This is an optimization exercise on Yosys and OpenROAD, whose aim is small area, a short achievable clock period and few clock cycles, not a production implementation. The RTL was checked by simulation tests, not by an equivalence proof against the original design. Power and IR drop assume default switching activity.

Setup of v6:
==> flow/design.v <==
module muldiv
(
    input  logic        clk,
    input  logic        rst,
    input  logic        start,
    input  logic [2:0]  funct3,
    input  logic [31:0] rs1,
    input  logic [31:0] rs2,
    output logic        ready,
    output logic        done,
    output logic [31:0] result
);
logic st_idle, st_mul, st_align, st_dneg, st_norm, st_div, st_corr, st_fix, st_done;
logic [64:0] X;
logic [32:0] Y;        
logic [4:0]  cnt;
wire        p_sgn  = ~funct3[0];                           
wire        p_dneg = funct3[2] & p_sgn & rs2[31];
wire        p_short = funct3[1] ? (rs2[31:15] == 17'd0)
                                : ((rs2[31:15] == 17'd0) | (rs2[31:15] == 17'h1ffff));
always_ff @(posedge clk) begin
    if (funct3[2])
        Y <= {p_dneg, rs2};
    else
        Y <= {((funct3 == 3'b001) | (funct3 == 3'b010)) & rs1[31], rs1};
end
wire        dneg   = Y[32];                                
wire        o_hi    = (funct3 != 3'b000);                  
wire        o_short = p_short;                             
wire        o_corr  = funct3[1] & rs2[31];                 
wire        o_rem   = funct3[1];                           
wire        o_neg   = funct3[1] ? (p_sgn & rs1[31])        
                                : (p_sgn & (rs1[31] ^ rs2[31]));
logic sel_ah, sel_ar, sel_y1, sel_y2, sel_bh, sel_bl, sel_bm, inv, cin;
logic sel_c1, sel_c2, cneg;
wire [36:0] ysx = {{4{Y[32]}}, Y};
wire [36:0] aop = ({37{sel_ah}} & {{4{X[64]}}, X[64:32]})
                | ({37{sel_ar}} & {{3{X[64]}}, X[64:31]});
wire [36:0] bop = ({37{sel_y1}} & ysx)
                | ({37{sel_y2}} & {ysx[35:0], 1'b0})
                | ({37{sel_bh}} & {5'b00000, X[63:32]})
                | ({37{sel_bl}} & {5'b00000, X[31:0]})
                | ({37{sel_bm}} & {5'b00000, X[59:28]});
wire [34:0] cm    = ({35{sel_c1}} & ysx[34:0])
                  | ({35{sel_c2}} & {ysx[33:0], 1'b0});
wire [36:0] cop   = {cm ^ {35{cneg}}, {2{cneg}}};
wire [36:0] bx    = bop ^ {37{inv}};
wire [36:0] csum  = aop ^ bx ^ cop;
wire [36:0] ccar  = {(aop[35:0] & bx[35:0]) | (aop[35:0] & cop[35:0]) | (bx[35:0] & cop[35:0]), cneg};
wire [36:0] S;
muldiv_add37 add (.a(csum), .b(ccar), .cin(cin), .s(S));
wire        sneg  = S[36];
function automatic logic [3:0] niblen(input logic [31:0] x, input logic s);
    niblen = 4'd0;
    for (int i = 0; i < 8; i++)
        if (x[4*i +: 4] != {4{s}}) niblen = 4'(i + 1);
endfunction
wire       dz    = (Y[31:0] == 32'd0);
wire [3:0] na    = niblen(X[63:32], 1'b0);
wire [3:0] nd    = niblen(Y[31:0], dneg);    
logic [2:0] nnm1;
always_comb begin
    if (dz || na <= nd)      nnm1 = 3'd0;
    else if (na >= nd + 4'd7) nnm1 = 3'd7;
    else                     nnm1 = 3'(na - nd);
end
wire [63:0] xn = {32'd0, X[63:32]} << {~nnm1, 2'b00};    
wire last = (cnt == 5'd0);
wire [20:0] nxt0, nxt1;
muldiv_next nx0 (.sg(1'b0), .nxt(nxt0), .*);
muldiv_next nx1 (.sg(1'b1), .nxt(nxt1), .*);
wire [20:0] nxt = sneg ? nxt1 : nxt0;
wire [3:0] nx  = st_idle ? rs2[3:0] : X[7:4];
wire       npv = st_idle ? 1'b0 : X[3];
wire nb_one = nx[0] ^ npv;
wire nb_two = (nx[1] & ~nx[0] & ~npv) | (~nx[1] & nx[0] & npv);
wire nb_neg = nx[1] & ~(nx[0] & npv);
wire nc_one = nx[2] ^ nx[1];
wire nc_two = (nx[3] & ~nx[2] & ~nx[1]) | (~nx[3] & nx[2] & nx[1]);
wire nc_neg = nx[3] & ~(nx[2] & nx[1]);
wire x_hs = ~(st_idle | st_mul | st_align | st_norm);
wire x_ls = st_fix | st_dneg | st_corr | (st_div & last & o_rem);    
wire x_ld = ~(st_idle | st_mul | st_align | st_norm | x_ls);
always_ff @(posedge clk) begin
    X[64:32] <= ({33{st_idle}} & {1'b0, rs1 & {32{funct3[2]}}})
              | ({33{st_mul}}  & S[36:4])
              | ({33{st_align}} & {{16{X[64]}}, X[64:48]})
              | ({33{st_norm}} & {1'b0, xn[63:32]})
              | ({33{x_hs}}    & {S[32] & ~st_dneg, S[31:0]});    
    X[31:0]  <= ({32{st_idle}} & rs2)
              | ({32{st_mul}}  & {S[3:0], X[31:4]})
              | ({32{st_align}} & X[47:16])
              | ({32{st_norm}} & xn[31:0])
              | ({32{x_ls}}    & S[31:0])                         
              | ({32{x_ld}}    & {X[30:0], ~sneg});               
    cnt <= st_norm ? {nnm1, 2'b11} : (st_idle ? {2'b00, ~p_short, 2'b11} : cnt - 5'd1);
    {sel_ah, sel_ar, sel_y1, sel_y2, sel_bh, sel_bl, sel_bm, inv, cin, sel_c1, sel_c2, cneg} <= nxt[20:9];
    if (rst) begin
        {st_idle, st_mul, st_align, st_dneg, st_norm, st_div, st_corr, st_fix, st_done} <= 9'b100000000;
    end else begin
        {st_idle, st_mul, st_align, st_dneg, st_norm, st_div, st_corr, st_fix, st_done}
            <= nxt[8:0];
    end
end
assign ready  = st_idle;
assign done   = st_done;
assign result = X[31:0];
endmodule
module muldiv_next
(
    input  logic        sg,
    input  logic        st_idle, st_mul, st_align, st_dneg, st_norm, st_div, st_corr, st_fix, st_done,
    input  logic        start,
    input  logic [2:0]  funct3,
    input  logic [31:0] rs1,
    input  logic        p_sgn, p_dneg,
    input  logic        last, dz,
    input  logic        o_hi, o_corr, o_short, o_rem, o_neg,
    input  logic        nb_one, nb_two, nb_neg, nc_one, nc_two, nc_neg,
    output logic [20:0] nxt
);
wire early  = sg | dz;                  
wire n_idle = (st_idle & ~start) | st_done;
wire n_mul  = (st_idle & start & ~funct3[2]) | (st_mul & ~last);
wire n_dneg = st_idle & start & funct3[2] & p_sgn & rs1[31];
wire n_norm = (st_idle & start & funct3[2] & ~(p_sgn & rs1[31])) | st_dneg;
wire n_div  = (st_norm & ~early) | (st_div & ~last);
wire n_corr = st_div & last & o_rem & sg;
wire n_align = st_mul & last & o_short;
wire m_end  = (st_mul & last & ~o_short) | st_align;    
wire n_fix  = (m_end & o_hi)
            | (st_norm & early)
            | (st_div & last & o_neg & ~(o_rem & sg))
            | (st_corr & o_neg);
wire n_done = (m_end & ~o_hi)
            | (st_div & last & ~o_neg & ~(o_rem & sg))
            | (st_corr & ~o_neg);
wire n_sub  = st_norm | ~sg;
logic nf_ah, nf_by, nf_bh, nf_bl, nf_bm, nf_inv, nf_cin;
always_comb begin
    if (st_mul | st_align) begin
        nf_ah = 1'b1; nf_by = o_corr; nf_bh = 1'b0; nf_bl = 1'b0; nf_bm = 1'b0; nf_inv = 1'b0; nf_cin = 1'b0;
    end else if (st_norm) begin
        nf_ah = 1'b0; nf_by = 1'b0; nf_bh = 1'b0; nf_bl = 1'b0; nf_bm = o_rem;
        nf_inv = o_rem ? o_neg : dz;
        nf_cin = o_rem & o_neg;
    end else begin
        nf_ah = 1'b0; nf_by = 1'b0; nf_bh = o_rem; nf_bl = ~o_rem; nf_bm = 1'b0; nf_inv = o_neg; nf_cin = o_neg;
    end
end
assign nxt[20] = n_mul | n_norm | n_corr | (n_fix & nf_ah);                           
assign nxt[19] = n_div;                                                               
assign nxt[18] = (n_mul & nb_one) | n_div | n_norm | n_corr | (n_fix & nf_by);        
assign nxt[17] = n_mul & nb_two;                                                      
assign nxt[16] = n_dneg | (n_fix & nf_bh);                                            
assign nxt[15] = n_fix & nf_bl;                                                       
assign nxt[14] = n_fix & nf_bm;                                                       
assign nxt[13] = (n_mul & nb_neg) | (n_div & (n_sub ^ p_dneg)) | (n_norm & ~p_dneg)
               | (n_corr & p_dneg) | n_dneg | (n_fix & nf_inv);                       
assign nxt[12] = (n_mul & nb_neg) | (n_div & (n_sub ^ p_dneg)) | (n_norm & ~p_dneg)
               | (n_corr & p_dneg) | n_dneg | (n_fix & nf_cin);                       
assign nxt[11]  = n_mul & nc_one;                                                      
assign nxt[10]  = n_mul & nc_two;                                                      
assign nxt[9]  = n_mul & nc_neg;                                                      
assign nxt[8:0] = {n_idle, n_mul, n_align, n_dneg, n_norm, n_div, n_corr, n_fix, n_done | st_fix};
endmodule
module muldiv_add37
(
    input  logic [36:0] a,
    input  logic [36:0] b,
    input  logic        cin,
    output logic [36:0] s
);
wire [36:0] g = a & b;
wire [36:0] p = a ^ b;
wire [37*7-1:0] G, P;
assign G[36:0] = {g[36:1], g[0] | (p[0] & cin)};
assign P[36:0] = p;
genvar l, i;
generate
    for (l = 0; l < 6; l++) begin : lvl
        for (i = 0; i < 37; i++) begin : bit_
            if (((i >> l) & 1) == 1) begin : op
                localparam int J = ((i >> l) << l) - 1;
                assign G[37*(l+1) + i] = G[37*l + i] | (P[37*l + i] & G[37*l + J]);
                assign P[37*(l+1) + i] = P[37*l + i] & P[37*l + J];
            end else begin : pass
                assign G[37*(l+1) + i] = G[37*l + i];
                assign P[37*(l+1) + i] = P[37*l + i];
            end
        end
    end
endgenerate
assign s = p ^ {G[37*6 +: 36], cin};
endmodule
export LEC_CHECK = 0
export ABC_CLOCK_PERIOD_IN_PS = 4000
export CAP_MARGIN = 20
export CORE_MARGIN = 2
export CORE_UTILIZATION = 50
export CTS_BUF_LIST = sky130_fd_sc_hd__clkbuf_4 sky130_fd_sc_hd__clkbuf_8
export SETUP_SLACK_MARGIN = 4.0
export SLEW_MARGIN = 20
create_clock -name core_clock -period 9.0 [get_ports {clk}]
standard.sh (not shown) runs the stock make flow with config.mk's settings and CLKGATE_MAP_FILE= SYNTH_SCRIPT=/design/flow/synth_recipe.tcl, a recipe that flattens the netlist after the stock synthesis.
==> flow/flow/run.sh <==
#!/bin/bash
# The standard layout (standard.sh), with each port buffered by a
# sky130_fd_sc_hd__buf_1 instead of the larger cell buffer_ports picks.
# standard.sh's output goes to standard.log in this folder.
export BUFFER_PORTS_ARGS="-buffer_cell sky130_fd_sc_hd__buf_1"
bash standard.sh > standard.log 2>&1
Testbench counts of v6, summed over its fixed seeds: cycles 31,398.
The inputs of v7 differ from those of v6 as listed below.
==> flow/design.v, changed modules only <==
module muldiv
(
    input  logic        clk,
    input  logic        rst,
    input  logic        start,
    input  logic [2:0]  funct3,
    input  logic [31:0] rs1,
    input  logic [31:0] rs2,
    output logic        ready,
    output logic        done,
    output logic [31:0] result
);
logic st_idle, st_mul, st_align, st_dneg, st_norm, st_div, st_corr, st_fix, st_done;
logic [64:0] X;
logic [32:0] Y;        
logic        dneg;     
logic [4:0]  cnt;
logic        o_hi;     
logic        o_short;  
logic        o_corr;   
logic        o_rem;    
logic        o_neg;    
wire        p_sgn  = ~funct3[0];                           
wire        p_dneg = funct3[2] & p_sgn & rs2[31];
wire        p_short = funct3[1] ? (rs2[31:15] == 17'd0)
                                : ((rs2[31:15] == 17'd0) | (rs2[31:15] == 17'h1ffff));
always_ff @(posedge clk) begin
    if (funct3[2])
        Y <= {p_dneg, rs2};
    else
        Y <= {((funct3 == 3'b001) | (funct3 == 3'b010)) & rs1[31], rs1};
    dneg <= p_dneg;
end
logic sel_ah, sel_ar, sel_y1, sel_y2, sel_bh, sel_bl, sel_bm, inv, cin;
logic sel_c1, sel_c2, cneg;
wire [36:0] ysx = {{4{Y[32]}}, Y};
wire [36:0] aop = ({37{sel_ah}} & {{4{X[64]}}, X[64:32]})
                | ({37{sel_ar}} & {{3{X[64]}}, X[64:31]});
wire [36:0] bop = ({37{sel_y1}} & ysx)
                | ({37{sel_y2}} & {ysx[35:0], 1'b0})
                | ({37{sel_bh}} & {5'b00000, X[63:32]})
                | ({37{sel_bl}} & {5'b00000, X[31:0]})
                | ({37{sel_bm}} & {5'b00000, X[59:28]});
wire [34:0] cm    = ({35{sel_c1}} & ysx[34:0])
                  | ({35{sel_c2}} & {ysx[33:0], 1'b0});
wire [36:0] cop   = {cm ^ {35{cneg}}, {2{cneg}}};
wire [36:0] bx    = bop ^ {37{inv}};
wire [36:0] csum  = aop ^ bx ^ cop;
wire [36:0] ccar  = {(aop[35:0] & bx[35:0]) | (aop[35:0] & cop[35:0]) | (bx[35:0] & cop[35:0]), cneg};
wire [36:0] S;
muldiv_add37 add (.a(csum), .b(ccar), .cin(cin), .s(S));
wire        sneg  = S[36];
function automatic logic [3:0] niblen(input logic [31:0] x, input logic s);
    niblen = 4'd0;
    for (int i = 0; i < 8; i++)
        if (x[4*i +: 4] != {4{s}}) niblen = 4'(i + 1);
endfunction
wire       dz    = (Y[31:0] == 32'd0);
wire [3:0] na    = niblen(X[63:32], 1'b0);
wire [3:0] nd    = niblen(Y[31:0], dneg);    
logic [2:0] nnm1;
always_comb begin
    if (dz || na <= nd)      nnm1 = 3'd0;
    else if (na >= nd + 4'd7) nnm1 = 3'd7;
    else                     nnm1 = 3'(na - nd);
end
wire [63:0] xn = {32'd0, X[63:32]} << {~nnm1, 2'b00};    
wire last = (cnt == 5'd0);
wire [20:0] nxt0, nxt1;
muldiv_next nx0 (.sg(1'b0), .nxt(nxt0), .*);
muldiv_next nx1 (.sg(1'b1), .nxt(nxt1), .*);
wire [20:0] nxt = sneg ? nxt1 : nxt0;
wire [3:0] nx  = st_idle ? rs2[3:0] : X[7:4];
wire       npv = st_idle ? 1'b0 : X[3];
wire nb_one = nx[0] ^ npv;
wire nb_two = (nx[1] & ~nx[0] & ~npv) | (~nx[1] & nx[0] & npv);
wire nb_neg = nx[1] & ~(nx[0] & npv);
wire nc_one = nx[2] ^ nx[1];
wire nc_two = (nx[3] & ~nx[2] & ~nx[1]) | (~nx[3] & nx[2] & nx[1]);
wire nc_neg = nx[3] & ~(nx[2] & nx[1]);
wire x_hs = ~(st_idle | st_mul | st_align | st_norm);
wire x_ls = st_fix | st_dneg | st_corr | (st_div & last & o_rem);    
wire x_ld = ~(st_idle | st_mul | st_align | st_norm | x_ls);
always_ff @(posedge clk) begin
    X[64:32] <= ({33{st_idle}} & {1'b0, rs1 & {32{funct3[2]}}})
              | ({33{st_mul}}  & S[36:4])
              | ({33{st_align}} & {{16{X[64]}}, X[64:48]})
              | ({33{st_norm}} & {1'b0, xn[63:32]})
              | ({33{x_hs}}    & {S[32] & ~st_dneg, S[31:0]});    
    X[31:0]  <= ({32{st_idle}} & rs2)
              | ({32{st_mul}}  & {S[3:0], X[31:4]})
              | ({32{st_align}} & X[47:16])
              | ({32{st_norm}} & xn[31:0])
              | ({32{x_ls}}    & S[31:0])                         
              | ({32{x_ld}}    & {X[30:0], ~sneg});               
    cnt <= st_norm ? {nnm1, 2'b11} : (st_idle ? {2'b00, ~p_short, 2'b11} : cnt - 5'd1);
    if (st_idle) begin
        o_hi   <= (funct3 != 3'b000);
        o_corr <= funct3[1] & rs2[31];
        o_short <= p_short;
        o_rem  <= funct3[1];
        o_neg  <= funct3[1] ? (p_sgn & rs1[31]) : (p_sgn & (rs1[31] ^ rs2[31]));
    end
    {sel_ah, sel_ar, sel_y1, sel_y2, sel_bh, sel_bl, sel_bm, inv, cin, sel_c1, sel_c2, cneg} <= nxt[20:9];
    if (rst) begin
        {st_idle, st_mul, st_align, st_dneg, st_norm, st_div, st_corr, st_fix, st_done} <= 9'b100000000;
    end else begin
        {st_idle, st_mul, st_align, st_dneg, st_norm, st_div, st_corr, st_fix, st_done}
            <= nxt[8:0];
    end
end
assign ready  = st_idle;
assign done   = st_done;
assign result = X[31:0];
endmodule
Findings:
Of v6 and v7, the run reporting the higher average wire per cell in the routed design was v7.
Looking at post-layout instance count excluding filler cells, v7 sits 17 above v6.
When the final numbers for v6 and v7 were put side by side, the clock-buffer cell count turned out to be greater in v7.
Taking v6 as the reference, in v7 proportion of cell area occupied by multi-input gates moved down; non-clock buffer count fell 6.
The post-detailed-route via-to-cell ratio reported for v7 is greater than that of v6 by 0.067.
Compared with v6, in v7 top achievable clock speed held, fraction of area in registers went up 1.0 points, net switching power of the design went down about 12%, headroom to the max-slew limit went down 4.4 points, final non-filler cell area went up 1.3%.
For growth of design area from synthesis to finish, v6 and v7 come out practically identical.
Share of the synthesized area in compound gates (AO/OA/AOI/OAI) was higher in the run labelled v6.
Testbench counts of v7, summed over its fixed seeds: cycles 31,398.

## port drivers added, routing unchanged
In the flow no input, the clock included, has a driving cell. The finished layouts below were timed again as built, in two steps. Step 1: set_driving_cell puts a clkbuf_16 on clk and a buf_2 on each other input, an assumption about the parent block. Step 2 times the ports against the registers' clock, not the clock port: input delays grow and output delays shrink by t, the midpoint of the rising clock arrivals with the driver on. Slacks: ideal ports / drivers / drivers and shift; pairs: ideal ports / drivers.
run	t, ns	slack for setup (ns)	clock arrival spread, ns
v6	0.510	4.137 / 4.137 / 4.137	0.024 / 0.025
v7	0.524	4.139 / 4.139 / 4.139	0.023 / 0.023
After both steps every run listed still meets setup and hold.
